This is an optimization exercise on Yosys and OpenROAD, whose aim is small area, a short achievable clock period and few clock cycles, not a production implementation.
RTL that was checked went through simulation tests only; none was proved equivalent to the original.
No activity file was given, so power comes from the tool's default toggle rates.

==> flow/design.v <==
module FSM_controller(clk, reset, s, w, start);
    input clk, reset, s;
    output w, start;
    reg w;
    always @(posedge clk) w <= ~reset;
    assign start = s & ~reset;
endmodule
module ALU(clk, p, g, ci, wc, cmp, sum, out, Z, N, V);
    input clk;
    input [15:0] p, g;
    input ci, wc, cmp;
    output [15:0] sum, out;
    output Z, N, V;
    wire [16:0] g0 = {g, ci};
    wire [16:0] p0 = {p, 1'b0};
    wire [16:0] g1, p1, g2, p2, g3, p3, g4, p4;
    genvar i;
    generate
        for (i = 0; i < 17; i = i + 1) begin : l1
            if (i >= 1) begin : c
                assign g1[i] = g0[i] | (p0[i] & g0[i-1]);
                assign p1[i] = p0[i] & p0[i-1];
            end else begin : n
                assign g1[i] = g0[i];
                assign p1[i] = p0[i];
            end
        end
        for (i = 0; i < 17; i = i + 1) begin : l2
            if (i >= 2) begin : c
                assign g2[i] = g1[i] | (p1[i] & g1[i-2]);
                assign p2[i] = p1[i] & p1[i-2];
            end else begin : n
                assign g2[i] = g1[i];
                assign p2[i] = p1[i];
            end
        end
        for (i = 0; i < 17; i = i + 1) begin : l3
            if (i >= 4) begin : c
                assign g3[i] = g2[i] | (p2[i] & g2[i-4]);
                assign p3[i] = p2[i] & p2[i-4];
            end else begin : n
                assign g3[i] = g2[i];
                assign p3[i] = p2[i];
            end
        end
        for (i = 0; i < 17; i = i + 1) begin : l4
            if (i >= 8) begin : c
                assign g4[i] = g3[i] | (p3[i] & g3[i-8]);
                assign p4[i] = p3[i] & p3[i-8];
            end else begin : n
                assign g4[i] = g3[i];
                assign p4[i] = p3[i];
            end
        end
    endgenerate
    wire [15:0] c = g4[15:0];
    assign sum = p ^ c;
    reg [15:0] creg;
    reg [2:0] freg;
    assign out = wc ? sum : creg;
    assign {Z, N, V} = cmp ? {&p, sum[15], sum[15] ^ sum[7]} : freg;
    always @(posedge clk) begin
        creg <= out;
        freg <= {Z, N, V};
    end
endmodule
module shifter (in, shift, sout);
    input [15:0] in;
    input [1:0] shift;
    output [15:0] sout;
    reg [15:0] sout;
    always @(*) begin
        case (shift)
            2'b00: sout = in;                   
            2'b01: sout = {in[14:0], 1'b0};     
            2'b10: sout = {1'b0, in[15:1]};     
            default: sout = {in[15], in[15:1]};  
        endcase
    end
endmodule
module regfile(clk, we, wa, wd, ra, rb, a, b);
    input clk, we;
    input [2:0] wa, ra, rb;
    input [15:0] wd;
    output [15:0] a, b;
    reg [15:0] r [0:7];
    integer k;
    always @(posedge clk)
        for (k = 0; k < 8; k = k + 1)
            if (we && wa == k) r[k] <= wd;
    wire hit_a = we && (wa == ra);
    wire hit_b = we && (wa == rb);
    assign a = hit_a ? wd : r[ra];
    assign b = hit_b ? wd : r[rb];
endmodule
module instruction_decoder(ins, start, wr, wc, cmp, ci, fn, rd, rn, rm, sh);
    input [15:0] ins;
    input start;
    output wr, wc, cmp, ci;
    output [3:0] fn;
    output [2:0] rd, rn, rm;
    output [1:0] sh;
    wire [2:0] opcode = ins[15:13];
    wire [1:0] op = ins[12:11];
    wire movi = (opcode == 3'b110) && (op == 2'b10);
    wire movr = (opcode == 3'b110) && (op == 2'b00);
    wire alu  = (opcode == 3'b101);
    wire iscmp = alu && (op == 2'b01);
    assign wr  = start & (movi | movr | (alu & ~iscmp));
    assign wc  = start & (movr | (alu & ~iscmp));
    assign cmp = start & iscmp;
    assign ci  = iscmp;
    assign fn[0] = (opcode == 3'b110) && (op == 2'b10);
    assign fn[1] = (opcode != 3'b110) && (op[1] == 1'b0);   
    assign fn[2] = (opcode != 3'b110) && (op == 2'b10);     
    assign fn[3] = (opcode != 3'b110) && (op[0] == 1'b1);   
    assign rn = ins[10:8];
    assign rd = movi ? ins[10:8] : ins[7:5];
    assign rm = ins[2:0];
    assign sh = ins[4:3];
endmodule
module datapath(a, b, imm, fn, p, g);
    input [15:0] a, b;
    input [7:0] imm;
    input [3:0] fn;
    output [15:0] p, g;
    wire [15:0] bx = b ^ {16{fn[3]}};
    wire [15:0] ax = a & {16{fn[1]}};
    wire [15:0] sx = {{8{imm[7]}}, imm};
    assign g = ax & bx;
    assign p = fn[0] ? sx : fn[2] ? (a & b) : (ax ^ bx);
endmodule
module cpu(clk, reset, s, load, in, out, N, V, Z, w);
    input clk, reset, s, load;
    input [15:0] in;
    output [15:0] out;
    output N, V, Z, w;
    reg [15:0] ir;
    always @(posedge clk) if (load) ir <= in;
    wire [15:0] ins = load ? in : ir;
    FSM_controller ctl(.clk(clk), .reset(reset), .s(s), .w(w), .start(start));
    wire start;
    wire wr1, wc1, cmp1, ci1;
    wire [2:0] rd1, rn, rm;
    wire [1:0] sh;
    wire [3:0] fn1;
    instruction_decoder dec(.ins(ins), .start(start), .wr(wr1), .wc(wc1), .cmp(cmp1),
                            .ci(ci1), .fn(fn1), .rd(rd1), .rn(rn), .rm(rm), .sh(sh));
    reg [15:0] p2, g2;
    reg ci2, wr2, wc2, cmp2;
    reg [2:0] rd2;
    wire [15:0] res2;
    wire [15:0] a, braw, b;
    regfile rf(.clk(clk), .we(wr2), .wa(rd2), .wd(res2), .ra(rn), .rb(rm), .a(a), .b(braw));
    shifter shf(.in(braw), .shift(sh), .sout(b));
    wire [15:0] p1, g1;
    datapath dp(.a(a), .b(b), .imm(ins[7:0]), .fn(fn1), .p(p1), .g(g1));
    always @(posedge clk) begin
        p2 <= p1;
        g2 <= g1;
        ci2 <= ci1;
        wr2 <= wr1;
        wc2 <= wc1;
        cmp2 <= cmp1;
        rd2 <= rd1;
    end
    ALU alu(.clk(clk), .p(p2), .g(g2), .ci(ci2), .wc(wc2), .cmp(cmp2),
            .sum(res2), .out(out), .Z(Z), .N(N), .V(V));
endmodule
export LEC_CHECK = 0
export CAP_MARGIN = 20
export CORE_MARGIN = 2
export CORE_UTILIZATION = 40
export SETUP_SLACK_MARGIN = 1.5
export SLEW_MARGIN = 20
create_clock -name core_clock -period 5.5 [get_ports {clk}]
run.sh (not shown) runs the stock make flow with config.mk's settings and CLKGATE_MAP_FILE= SYNTH_SCRIPT=/design/flow/synth_recipe.tcl, a recipe that flattens the netlist after the stock synthesis.
Testbench counts at the start, summed over its fixed seeds: cycles 6,000.
Rerun with:
--- a/flow/design.v
+++ b/flow/design.v
@@ -1,8 +1,11 @@
-module FSM_controller(clk, reset, s, w, start);
-    input clk, reset, s;
-    output w, start;
-    reg w;
-    always @(posedge clk) w <= ~reset;
-    assign start = s & ~reset;
+module FSM_controller(clk, reset, s, load, w, rep, start);
+    input clk, reset, s, load;
+    output w, rep, start;
+    reg w, rep;
+    always @(posedge clk) begin
+        w <= ~reset & ~(s & ~load);
+        rep <= ~reset & s & ~load;
+    end
+    assign start = ~reset & ((s & load) | rep);
 endmodule
 module ALU(clk, p, g, ci, wc, cmp, sum, out, Z, N, V);
@@ -58,5 +61,7 @@
     reg [15:0] creg;
     reg [2:0] freg;
-    assign out = wc ? sum : creg;
+    wire [15:0] o0 = wc ? p : creg;
+    wire [15:0] o1 = wc ? ~p : creg;
+    assign out = (o1 & c) | (o0 & ~c);
     assign {Z, N, V} = cmp ? {&p, sum[15], sum[15] ^ sum[7]} : freg;
     always @(posedge clk) begin
@@ -138,6 +143,7 @@
     reg [15:0] ir;
     always @(posedge clk) if (load) ir <= in;
-    wire [15:0] ins = load ? in : ir;
-    FSM_controller ctl(.clk(clk), .reset(reset), .s(s), .w(w), .start(start));
+    wire rep;
+    wire [15:0] ins = rep ? ir : in;
+    FSM_controller ctl(.clk(clk), .reset(reset), .s(s), .load(load), .w(w), .rep(rep), .start(start));
     wire start;
     wire wr1, wc1, cmp1, ci1;
After rerunning: The changed run ran to the end with no violations. Worst setup slack improved by 44 ps. Final cell count goes down by 5.4%. Via count goes down by 6.4%. Global-route usage goes down by 2.1 points. Sequential power goes down by about 5%. Fmax goes up by 1.1%. Clock skew goes up by 32 ps. Hold slack stays flat. Design area barely changes. Utilization goes up by 0.10 points. Non-clock buffer count goes down by 3. Combinational power goes down by 26%.
Only the layout flow was run in the second run of this note; the RTL was not checked for function there.

## re-timing with driven ports
In the flow no input, the clock included, has a driving cell. The finished layouts below were timed again as built, in two steps.
Step 1, drivers: a clkbuf_16 drives clk and a buf_2 each remaining input, both assumed.
Step 2, shift: input delay + t, output delay - t, t = (earliest + latest rising clock arrival at the registers) / 2. This alone moves slack from input paths to output paths.
a / b / c = no drivers / after step 1 / after step 2; a / b = the first two.
run | shift t [ns] | slack for setup (ns) | clock arrival spread, ns
the first run | 0.558 | 1.506 / 1.458 / 1.078 | 0.008 / 0.008
the second run | 0.572 | 1.550 / 1.500 / 1.041 | 0.040 / 0.040
After both steps every run listed still meets setup and hold. For the second run, which loses most, drivers alone change the setup slack by -0.050 ns; drivers and shift together by -0.509 ns.
